This design comes from an exercise in tuning for small area on the open sky130 flow, not from production work. At most, simulation tests tie the RTL to the original design; equivalence was not proved.

## run A
// AudioEffects
module AudioEffects(
input AUD_BCLK,
input rst,
input sw1,
input sw2,
input sw3,
input sw4,
input sw5,
input AUD_ADCDAT,
input AUD_ADCLRCK,
input AUD_DACLRCK,
output AUD_DACDAT
);
Size in the first run: about 410 flip-flops, ~11 I/O pins, about 19000 sq um of cells after synthesis.
Settings: LEC_CHECK=0, CAP_MARGIN=20, CORE_MARGIN=2, CORE_UTILIZATION=40, CTS_BUF_LIST=sky130_fd_sc_hd__clkbuf_16, CTS_CLUSTER_DIAMETER=100, CTS_CLUSTER_SIZE=24, SLEW_MARGIN=20; clock period 10.0 ns.
run.sh (not shown) runs the stock make flow with config.mk's settings and CLKGATE_MAP_FILE= SYNTH_SCRIPT=/design/flow/synth_recipe.tcl, a recipe that flattens the netlist after the stock synthesis.
What the final checks of run A revealed, after a flow that finished every stage, was a layout that fails on setup timing.
Relative to run A, the following input files were edited for run B:
--- a/flow/design.v
+++ b/flow/design.v
@@ -665,19 +665,39 @@
 assign fs269 = fs233 ^ hc194 ^ fc232;
 assign fc270 = (fs233 & hc194) | (fc232 & (fs233 ^ hc194));
 assign fs271 = fc196 ^ hc198 ^ fc234;
 assign fc272 = (fc196 & hc198) | (fc234 & (fc196 ^ hc198));
 assign sa = {1'b1, fs271, fs269, fs267, fs265, fs263, fs261, fs259, fs257, fs255, fs253, fs251, fs249, fs247, fs245, fs243, fs241, fs239, fs237, hs235};
 assign sb = {fc272, fc270, fc268, fc266, fc264, fc262, fc260, fc258, fc256, fc254, fc252, fc250, fc248, fc246, fc244, fc242, fc240, fc238, hc236, comb};
-wire [20:0] cc;
+wire [20:0] cc;    
+wire [19:0] s0;    
 wire [19:0] s;
 assign cc[0] = 1'b0;
+assign cc[7] = 1'b0;
+assign cc[13] = 1'b0;
 genvar gi;
 generate for (gi = 0; gi < 20; gi = gi + 1) begin : rca
-	assign s[gi] = sa[gi] ^ sb[gi] ^ cc[gi];
-	assign cc[gi+1] = (sa[gi] & sb[gi]) | (cc[gi] & (sa[gi] ^ sb[gi]));
+	assign s0[gi] = sa[gi] ^ sb[gi] ^ cc[gi];
+	if (gi != 6 && gi != 12)
+		assign cc[gi+1] = (sa[gi] & sb[gi]) | (cc[gi] & (sa[gi] ^ sb[gi]));
+end endgenerate
+assign s[6:0] = s0[6:0];
+wire cin7 = (sa[6] & sb[6]) | (cc[6] & (sa[6] ^ sb[6]));
+wire [13:7] ones7;   
+assign ones7[7] = 1'b1;
+generate for (gi = 7; gi < 13; gi = gi + 1) begin : inc7
+	assign ones7[gi+1] = ones7[gi] & s0[gi];
+	assign s[gi] = s0[gi] ^ (cin7 & ones7[gi]);
+end endgenerate
+wire cout13 = (sa[12] & sb[12]) | (cc[12] & (sa[12] ^ sb[12]));
+wire cin13 = cout13 | (cin7 & ones7[13]);
+wire [20:13] ones13;   
+assign ones13[13] = 1'b1;
+generate for (gi = 13; gi < 20; gi = gi + 1) begin : inc13
+	assign ones13[gi+1] = ones13[gi] & s0[gi];
+	assign s[gi] = s0[gi] ^ (cin13 & ones13[gi]);
 end endgenerate
 wire negfrac = s[19] & (s[2:0] != 3'd0);
 wire [16:0] aones;   
 wire [15:0] avg;
 assign aones[0] = 1'b1;
 genvar ai;
## What came out
Cell area | run B vs run A | run B smaller
Run B | stages: all done | timing, DRC, antenna: all pass
In run B the critical path data required time turned out 30 ps lower than in run A.
In the metrics for run A and run B, the one carrying the lower final critical delay including setup and external delays is run B.
Run A ended up with or4b_4 as its highest-delay cell along the critical path; run B ended up with fa_1.
Fraction of the core area covered by cells at the end of the flow: run B vs run A down 1.7 points
Between run A and run B, the global-route usage is lower for run B.
Compare run A and run B | fraction of area in multi-input gates higher: run B
Only the layout flow was run in run A; the RTL was not checked for function there.

AudioEffects, a different RTL version from the one above (not shown whole).
Size in the first run: about 410 flip-flops.
Design AudioEffects, start of the top module:
module AudioEffects(
input AUD_BCLK,
input rst,
input sw1,
input sw2,
input sw3,
input sw4,
input sw5,
input AUD_ADCDAT,
input AUD_ADCLRCK,
input AUD_DACLRCK,
output AUD_DACDAT
);
==> flow/config.mk <==
export PLATFORM = sky130hd
export DESIGN_NAME = AudioEffects
export DESIGN_NICKNAME = AudioEffects
export VERILOG_FILES = /design/flow/design.v
export SDC_FILE = /design/flow/constraint.sdc
export NUM_CORES = 4
export LEC_CHECK = 0
export CAP_MARGIN = 20
export CORE_MARGIN = 2
export CORE_UTILIZATION = 40
export CTS_BUF_LIST = sky130_fd_sc_hd__clkbuf_16
export CTS_CLUSTER_DIAMETER = 100
export CTS_CLUSTER_SIZE = 24
export SLEW_MARGIN = 20
==> flow/constraint.sdc <==
create_clock -name core_clock -period 10.0 [get_ports {AUD_BCLK}]
set_input_delay 2.0000 -clock core_clock [delete_from_list [all_inputs] [get_ports {AUD_BCLK}]]
set_output_delay 2.0000 -clock core_clock [all_outputs]
set_load 0.01 [all_outputs]
The first run finished clean.
Then changed:
--- a/flow/design.v
+++ b/flow/design.v
@@ -86,15 +86,14 @@
 	else
 		sr <= {sr[30:0], sr[31]};
 end
 assign AUD_DACDAT = (s == BITS) ? sr[31] : msb;
 endmodule
 module FxCore(
 input [143:0] x,
-input [15:0] dflt,
 input lpf,
 input hpf,
 input comb,
 input mavg,
 output [15:0] y
 );
 wire [15:0] u0 = {~x[15], x[14:0]};
@@ -381,15 +380,15 @@
 wire fc268;
 wire fs269;
 wire fc270;
 wire fs271;
 wire fc272;
 wire [19:0] sa;
 wire [19:0] sb;
-wire [15:0] p = comb ? u0 : (lpf | hpf | mavg) ? u4 : {~dflt[15], dflt[14:0]};
+wire [15:0] p = comb ? u0 : u4;
 wire [17:0] qa = {18{lpf | mavg}} & oa;
 wire [17:0] qb = {18{lpf | mavg}} & ob;
 wire [17:0] ra = {{2{mavg}} & ea[17:16], ({16{mavg}} & ea[15:0]) | ({16{hpf}} & ~ea[15:0]) | ({16{comb}} & ~u8)};
 wire [17:0] rb = {{2{mavg}} & eb[17:16], ({16{mavg}} & eb[15:0]) | ({16{hpf}} & ~eb[15:0])};
 assign hs1 = u1[0] ^ u3[0];
 assign hc2 = u1[0] & u3[0];
 assign fs3 = u1[1] ^ u3[1] ^ u5[1];
@@ -664,35 +663,41 @@
 assign fc268 = (fs231 & fc190) | (fc230 & (fs231 ^ fc190));
 assign fs269 = fs233 ^ hc194 ^ fc232;
 assign fc270 = (fs233 & hc194) | (fc232 & (fs233 ^ hc194));
 assign fs271 = fc196 ^ hc198 ^ fc234;
 assign fc272 = (fc196 & hc198) | (fc234 & (fc196 ^ hc198));
 assign sa = {1'b1, fs271, fs269, fs267, fs265, fs263, fs261, fs259, fs257, fs255, fs253, fs251, fs249, fs247, fs245, fs243, fs241, fs239, fs237, hs235};
 assign sb = {fc272, fc270, fc268, fc266, fc264, fc262, fc260, fc258, fc256, fc254, fc252, fc250, fc248, fc246, fc244, fc242, fc240, fc238, hc236, comb};
-wire [20:0] cc;
-wire [19:0] s0;
+wire [20:0] cc;    
+wire [19:0] s0;    
 wire [19:0] s;
-wire [20:10] ones;    
 assign cc[0] = 1'b0;
-assign cc[10] = 1'b0;
+assign cc[7] = 1'b0;
+assign cc[13] = 1'b0;
 genvar gi;
 generate for (gi = 0; gi < 20; gi = gi + 1) begin : rca
 	assign s0[gi] = sa[gi] ^ sb[gi] ^ cc[gi];
-	if (gi != 10 - 1)
+	if (gi != 6 && gi != 12)
 		assign cc[gi+1] = (sa[gi] & sb[gi]) | (cc[gi] & (sa[gi] ^ sb[gi]));
 end endgenerate
-wire clo = (sa[10-1] & sb[10-1]) | (cc[10-1] & (sa[10-1] ^ sb[10-1]));
-assign ones[10] = 1'b1;
-generate for (gi = 0; gi < 20; gi = gi + 1) begin : inc
-	if (gi < 10)
-		assign s[gi] = s0[gi];
-	else begin
-		assign ones[gi+1] = ones[gi] & s0[gi];
-		assign s[gi] = s0[gi] ^ (clo & ones[gi]);
-	end
+assign s[6:0] = s0[6:0];
+wire cin7 = (sa[6] & sb[6]) | (cc[6] & (sa[6] ^ sb[6]));
+wire [13:7] ones7;   
+assign ones7[7] = 1'b1;
+generate for (gi = 7; gi < 13; gi = gi + 1) begin : inc7
+	assign ones7[gi+1] = ones7[gi] & s0[gi];
+	assign s[gi] = s0[gi] ^ (cin7 & ones7[gi]);
+end endgenerate
+wire cout13 = (sa[12] & sb[12]) | (cc[12] & (sa[12] ^ sb[12]));
+wire cin13 = cout13 | (cin7 & ones7[13]);
+wire [20:13] ones13;   
+assign ones13[13] = 1'b1;
+generate for (gi = 13; gi < 20; gi = gi + 1) begin : inc13
+	assign ones13[gi+1] = ones13[gi] & s0[gi];
+	assign s[gi] = s0[gi] ^ (cin13 & ones13[gi]);
 end endgenerate
 wire negfrac = s[19] & (s[2:0] != 3'd0);
 wire [16:0] aones;   
 wire [15:0] avg;
 assign aones[0] = 1'b1;
 genvar ai;
 generate for (ai = 0; ai < 16; ai = ai + 1) begin : div
@@ -737,27 +742,20 @@
 	if (shiftR == 1)
 		lineR <= {lineR[127:0], adcR};
 end
 reg [3:0] selD;
 always @(posedge AUD_BCLK)
 	selD <= {sw5, sw4, sw3, sw2};
 wire [3:0] sel = phase ? selD : {sw5, sw4, sw3, sw2};
-reg [8:0] phaseX;
-always @(posedge AUD_BCLK)
-	phaseX <= {9{dacLoad}};
-wire [143:0] x;
-genvar k;
-generate for (k = 0; k < 9; k = k + 1) begin : chsel
-	assign x[16*k+15:16*k] = phaseX[k] ? lineR[16*k+15:16*k] : lineL[16*k+15:16*k];
-end endgenerate
+wire [143:0] x = phase ? lineR : lineL;
 wire [15:0] dflt = phase ? adcR : adcL;
-wire [15:0] half;
-FxCore core(.x(x), .dflt(dflt),
-	.lpf(sel == 4'b1000), .hpf(sel == 4'b0100), .comb(sel == 4'b0010), .mavg(sel == 4'b0001),
-	.y(half));
+wire isFx = (sel == 4'b1000) | (sel == 4'b0100) | (sel == 4'b0010) | (sel == 4'b0001);
+wire [15:0] fx;
+FxCore core(.x(x), .lpf(sel[3]), .hpf(sel[2]), .comb(sel[1]), .mavg(sel[0]), .y(fx));
+wire [15:0] half = isFx ? fx : dflt;
 AudioDAC myDAC(
 .AUD_BCLK(AUD_BCLK),
 .rst(rst),
 .AUD_DACLRCK(AUD_DACLRCK),
 .half(half),
 .load(dacLoad),
 .loadLo(phase),
Outcome: The new run produced a clean layout; fmax went up by 5.3%; global-route usage came out lower by 0.52 points; critical path depth falls by 4; design area went down by 2.3%; hold slack improves by 0.0068 ns; synthesized cell count rose by about 3%; final cell count shrinks by 1.1%; first-iteration DRC count is lower by about 4.5%; core utilization fell by 1.0 points; wire length falls by 4.0%; non-clock buffer count drops by 49; area after synthesis barely changes.
No functional check of the RTL was part of any run of this note.

[re-timing with driven ports]
Ports are ideal in the flow. The routed layouts listed here were re-timed in OpenROAD.
Step 1: set_driving_cell puts a clkbuf_16 on AUD_BCLK and a buf_2 on each other input, an assumption about the parent block.
Step 2 moves the port delays by t, midway between the first and last clock arrival at a register: inputs arrive t later, outputs are due t later. That takes back most of the time a late clock gives input paths.
Three values: ideal, step 1, step 2; two values: the first two.
run	t, ns	setup slack, ns	worst hold slack (ns)	latest minus earliest clock arrival (ns)	slew at the worst register clock pin (ns)
run A	0.599	-1.432 / -1.410 / -2.009	0.334 / 0.334 / 0.334	0.023 / 0.023	0.10 / 0.10
run B	0.585	0.498 / 0.527 / -0.057	0.351 / 0.351 / 0.351	0.018 / 0.019	0.10 / 0.10
the first run of note 2	0.609	0.353 / 0.385 / -0.224	0.345 / 0.345 / 0.345	0.020 / 0.021	0.10 / 0.10
the second run of note 2	0.597	0.840 / 0.874 / 0.277	0.352 / 0.352 / 0.352	0.019 / 0.019	0.10 / 0.10
Met with ideal ports but missed after step 2: setup timing in run B and the first run of note 2.
